Context: an optimization exercise on an open-source flow, tuned for small area. The choices shown serve that exercise and are no tape-out recipe. Function was checked by simulation only, so behaviour that the tests miss may differ from the original. Power figures rest on the tool's default switching activity, not on a simulated workload.

==> build 46 <==
==> flow/design.v (excerpt) <==
module top_flyinglogo(clk, rst, hsync, vsync, vga_r, vga_g, vga_b, buzzer_out, button, rom_addr, rom_data);
Settings: LEC_CHECK=0, CAP_MARGIN=20, CORE_MARGIN=2, CORE_UTILIZATION=40, CTS_BUF_LIST=sky130_fd_sc_hd__clkbuf_8, SLEW_MARGIN=20, SYNTH_MEMORY_MAX_BITS=65536; clock period 10.0 ns.
standard.sh (not shown) runs the stock make flow with config.mk's settings and CLKGATE_MAP_FILE= SYNTH_SCRIPT=/design/flow/synth_recipe.tcl, a recipe that flattens the netlist after the stock synthesis.
==> flow/flow/run.sh <==
#!/bin/bash
# Own layout flow: the standard ORFS flow (standard.sh), with these changes:
#  * synthesis maps logic with an area-oriented ABC script (flow/area.abc) in
#    place of ORFS's speed script, and leaves adders to ABC instead of mapping
#    them to half/full-adder cells (ADDER_MAP_FILE empty). Everything else in
#    synthesis is the standard flow's own: synth_recipe.tcl is sourced unchanged and only
#    the abc call's -script argument is redirected;
#  * ports are buffered with sky130_fd_sc_hd__buf_1;
#  * clock tree synthesis uses clkbuf_8 and inserts no dummy loads.
# The make output (all tools) goes to flow_make.log in the work folder; ORFS
# keeps each step's log under orfs/logs/.
set -euo pipefail
W=$(pwd)
export AREA_ABC_SCRIPT="$W/flow/area.abc"
{
  echo 'proc abc {args} {'
  echo '  set i [lsearch -exact $args -script]'
  echo '  if {$i >= 0} { lset args [expr {$i + 1}] $::env(AREA_ABC_SCRIPT) }'
  echo '  yosys abc {*}$args'
  echo '}'
  cat "$W/synth_recipe.tcl"
} > "$W/area_synth.tcl"
EXTRA="SYNTH_SCRIPT=$W/area_synth.tcl ADDER_MAP_FILE= BUFFER_PORTS_ARGS='-buffer_cell sky130_fd_sc_hd__buf_1'"
EXTRA="$EXTRA CTS_ARGS='-sink_clustering_enable -repair_clock_nets -buf_list sky130_fd_sc_hd__clkbuf_8 -dont_use_dummy_load'"
sed -e "s#SYNTH_SCRIPT=[^ ]*#$EXTRA#" "$W/standard.sh" > "$W/area_standard.sh"
bash "$W/area_standard.sh" > "$W/flow_make.log" 2>&1
test -f "$W/out/final.def"
==> flow/flow/area.abc <==
strash
dc2
dch -f
if -K 4 -a
mfs2
strash
dc2
dch -f
map -a
mfs2
strash
dch -f
map -a
topo
==> inputs of trial 55, as changes to build 46 <==
--- a/flow/design.v
+++ b/flow/design.v
@@ -8,10 +8,11 @@
     );
     reg [1:0]  song;
     reg [11:0] tune;       
     reg        fin;        
     reg [8:0]  slot;       
+    reg        run;        
     reg        match;      
     reg [8:0]  cnt;        
     reg        wave;
     function [8:0] pre_match;
         input [3:0] n;
@@ -41,19 +42,21 @@
     wire [3:0] note      = in_song ? raw[3:0] : 4'd0;
     wire       next_cont = in_song & raw[4];
     wire       slot_end  = (slot == 9'h0c4);
     wire       fin_flip  = fin & (tune[8:0] == 9'd399) & (slot == 9'h0df);
     wire       flip      = match | (slot_end & ~fin & ~next_cont) | fin_flip;
-    always @(posedge clk)
+    always @(posedge clk or negedge rst)
     begin
         if (~rst) begin
             song <= 2'd0;
             tune <= 12'd0;
             fin  <= 1'b0;
             slot <= 9'h001;
+            run  <= 1'b0;
         end
         else begin
+            run <= 1'b1;
             if (up | down) begin
                 song <= up ? song - 2'd1 : song + 2'd1;
                 tune <= 12'd0;
                 fin  <= 1'b0;
                 slot <= 9'h001;
@@ -74,18 +77,18 @@
             else
                 slot <= {slot[7:0], slot[8] ^ slot[4]};
         end
     end
     always @(posedge clk)
-        match <= ~flip & (cnt == pre_match(note));
-    always @(posedge clk)
+        match <= run & ~flip & (cnt == pre_match(note));
+    always @(posedge clk or negedge rst)
     begin
         if (~rst) begin
             wave <= 1'b0;
-            cnt  <= 9'h126;
+            cnt  <= 9'h04d;
         end
-        else begin
+        else if (run) begin
             if (flip) begin
                 wave <= ~wave;
                 cnt  <= 9'h04d;
             end
             else
@@ -1044,42 +1047,42 @@
    output            hsync;
    output            vsync;
    output reg [9:0]  h_cnt;
    output reg [10:0] line_base;
    output reg        line_odd;
-   wire line_end  = (h_cnt == 10'd909);
-   wire frame_end = (line_base == 11'd1218) & ~line_odd;
+   wire line_end  = (h_cnt == 10'd781);
+   wire frame_end = (line_base == 11'd1219) & ~line_odd;
    always @(posedge pclk)
       if (reset) begin
-         h_cnt     <= 10'd110;
-         line_base <= 11'd1956;
+         h_cnt     <= 10'd1006;
+         line_base <= 11'd1957;
          line_odd  <= 1'b0;
       end
       else if (line_end) begin
-         h_cnt <= 10'd110;
+         h_cnt <= 10'd1006;
          if (frame_end) begin
-            line_base <= 11'd1956;
+            line_base <= 11'd1957;
             line_odd  <= 1'b0;
          end
          else begin
             if (line_odd)
                line_base <= line_base + 11'd5;
             line_odd <= ~line_odd;
          end
       end
       else
          h_cnt <= h_cnt + 10'd1;
-   assign hsync = (h_cnt >= 10'd205);
-   assign vsync = (line_base != 11'd1956);
+   assign hsync = (h_cnt >= 10'd77) && (h_cnt < 10'd1006);
+   assign vsync = (line_base != 11'd1957);
 endmodule
 `timescale 1 ns / 1 ns
 module logo_rom(h_cnt, line_base, rom_addr);
    input  [9:0]  h_cnt;
    input  [10:0] line_base;
    output [16:0] rom_addr;
-   wire [10:0] hi      = line_base + {8'd0, h_cnt[9:7]};
-   wire        at_edge = ~h_cnt[9] & ~h_cnt[8];
+   wire [10:0] hi   = line_base + {8'd0, h_cnt[9:7]};
+   wire        at_edge = (h_cnt[9:7] == 3'd0);
    assign rom_addr = {hi[10] ^ at_edge, hi[9:0], h_cnt[6:1]};
 endmodule
 `timescale 1 ns / 1 ns
 module top_flyinglogo(clk, rst, hsync, vsync, vga_r, vga_g, vga_b, buzzer_out, button, rom_addr, rom_data);
    input           clk;
@@ -1133,16 +1136,16 @@
             darking <= ~darking;
       end
       else
          fade <= {fade[13:0], fade[14] ^ fade[13]};
    end
-   wire row_vis = (line_base == 11'd2041 && line_odd) || (line_base == 11'd2046) ||
-                  (line_base < 11'd1192) || (line_base == 11'd1193 && !line_odd);
-   wire visible = (h_cnt >= 10'd254) && (h_cnt < 10'd894) && row_vis;
-   wire band1   = (line_base == 11'd2046) || (line_base < 11'd396);
-   wire band2   = (line_base >= 11'd396) && (line_base < 11'd796);
-   wire band3   = (line_base >= 11'd796) && (line_base < 11'd1956);
+   wire row_vis = (line_base == 11'd2042 && line_odd) || (line_base == 11'd2047) ||
+                  (line_base < 11'd1194) || (line_base == 11'd1194 && !line_odd);
+   wire visible = (h_cnt >= 10'd126) && (h_cnt < 10'd766) && row_vis;
+   wire band1   = (line_base == 11'd2047) || (line_base < 11'd399);
+   wire band2   = (line_base >= 11'd399) && (line_base < 11'd799);
+   wire band3   = (line_base >= 11'd799) && (line_base < 11'd1957);
    wire in_band = (band1 && focus_d == 2'd1) || (band2 && focus_d == 2'd2) ||
                   (band3 && focus_d == 2'd3);
    wire grey_on = in_band && (rom_data != 12'd0);
    wire [11:0] pix = grey_on ? {grey, grey, grey} : rom_data;
    wire [11:0] vga_data = visible ? pix : 12'd0;
==> flow/flow/run.sh (replaced) <==
#!/bin/bash
# Own layout flow: the standard ORFS flow, with two changes:
#  * synthesis maps logic with an area-oriented ABC script (area.abc) in place
#    of ORFS's speed script; everything else in synthesis is the standard flow's own
#    (synth_recipe.tcl is sourced unchanged, only the abc call is redirected);
#  * ports are buffered with sky130_fd_sc_hd__buf_1.
# Each tool's output goes to a log file in the work folder.
set -euo pipefail
W=$(pwd)
export AREA_ABC_SCRIPT="$W/flow/area.abc"
# synthesis script: redirect the abc call, then the standard flow's own script
{
  echo 'proc abc {args} {'
  echo '  set i [lsearch -exact $args -script]'
  echo '  if {$i >= 0} { lset args [expr {$i + 1}] $::env(AREA_ABC_SCRIPT) }'
  echo '  yosys abc {*}$args'
  echo '}'
  cat "$W/synth_recipe.tcl"
} > "$W/area_synth.tcl"
sed -e "s#SYNTH_SCRIPT=[^ ]*#SYNTH_SCRIPT=$W/area_synth.tcl BUFFER_PORTS_ARGS='-buffer_cell sky130_fd_sc_hd__buf_1'#" \
  "$W/standard.sh" > "$W/area_standard.sh"
bash "$W/area_standard.sh" > "$W/flow_make.log" 2>&1
test -f "$W/out/final.def"
==> flow/flow/area.abc (replaced) <==
strash
dc2
dch -f
if -K 6 -a
mfs2
strash
dc2
dch -f
map -a
mfs2
strash
dch -f
map -a
topo
==> inputs of build 29, as changes to build 46 <==
==> flow/flow/run.sh (replaced) <==
#!/bin/bash
# Own layout flow: the standard ORFS flow, with two changes:
#  * synthesis maps logic with an area-oriented ABC script (area.abc) in place
#    of ORFS's speed script; everything else in synthesis is the standard flow's own
#    (synth_recipe.tcl is sourced unchanged, only the abc call is redirected);
#  * ports are buffered with sky130_fd_sc_hd__buf_1;
#  * clock tree synthesis uses clkbuf_8 and inserts no dummy loads.
# Each tool's output goes to a log file in the work folder.
set -euo pipefail
W=$(pwd)
export AREA_ABC_SCRIPT="$W/flow/area.abc"
# synthesis script: redirect the abc call, then the standard flow's own script
{
  echo 'proc abc {args} {'
  echo '  set i [lsearch -exact $args -script]'
  echo '  if {$i >= 0} { lset args [expr {$i + 1}] $::env(AREA_ABC_SCRIPT) }'
  echo '  yosys abc {*}$args'
  echo '}'
  cat "$W/synth_recipe.tcl"
} > "$W/area_synth.tcl"
sed -e "s#SYNTH_SCRIPT=[^ ]*#SYNTH_SCRIPT=$W/area_synth.tcl BUFFER_PORTS_ARGS='-buffer_cell sky130_fd_sc_hd__buf_1' CTS_ARGS='-sink_clustering_enable -repair_clock_nets -buf_list sky130_fd_sc_hd__clkbuf_8 -dont_use_dummy_load'#" \
  "$W/standard.sh" > "$W/area_standard.sh"
bash "$W/area_standard.sh" > "$W/flow_make.log" 2>&1
test -f "$W/out/final.def"
==> flow/flow/area.abc (replaced) <==
strash
dc2
dch -f
if -K 6 -a
mfs2
strash
dc2
dch -f
map -a
mfs2
strash
dch -f
map -a
topo
==> comparison <==
- Count of clock-buffer cells in the layout is the same in build 46 and build 29.
- Of build 46 and build 29, build 29 has the higher total power (gap 1.2%, measured against build 29).
- Critical path depth is the same in build 46 and trial 55.
- Of trial 55 and build 29, trial 55 has the higher worst hold slack (gap 0.023 ns).
- The highest cell area belongs to trial 55, the lowest to build 46.
- In trial 55 the non-clock buffer count is higher than in build 46, by 1.

[port drivers added, routing unchanged]
The results above use ideal ports. As a check the final layouts listed here were re-extracted and re-timed, cells and wires unchanged.
Step 1 sets driving cells, clkbuf_16 on the clock port and buf_2 on the other inputs (assumed; they add their load-dependent delay and slew).
Step 2 also shifts input and output timing later by t, the mid clock arrival at the registers, as if the neighbouring blocks saw the same clock.
Slacks: ideal / step 1 / step 2; pairs: ideal / step 1.
run | shift t [ns] | setup slack, ns | hold WS [ns] | slew at the worst register clock pin (ns) | worst data-port slew with drivers (ns)
build 46 | 0.392 | 4.495 / 4.470 / 4.470 | 0.404 / 0.404 / 0.404 | 0.12 / 0.12 | 0.04
trial 55 | 0.418 | 4.659 / 4.635 / 4.635 | 0.426 / 0.426 / 0.426 | 0.11 / 0.11 | 0.04
build 29 | 0.409 | 4.604 / 4.578 / 4.583 | 0.403 / 0.403 / 0.403 | 0.11 / 0.11 | 0.04
After both steps every run listed still meets setup and hold. For build 46, which loses most, drivers alone change the setup slack by -0.025 ns; drivers and shift together by -0.025 ns.
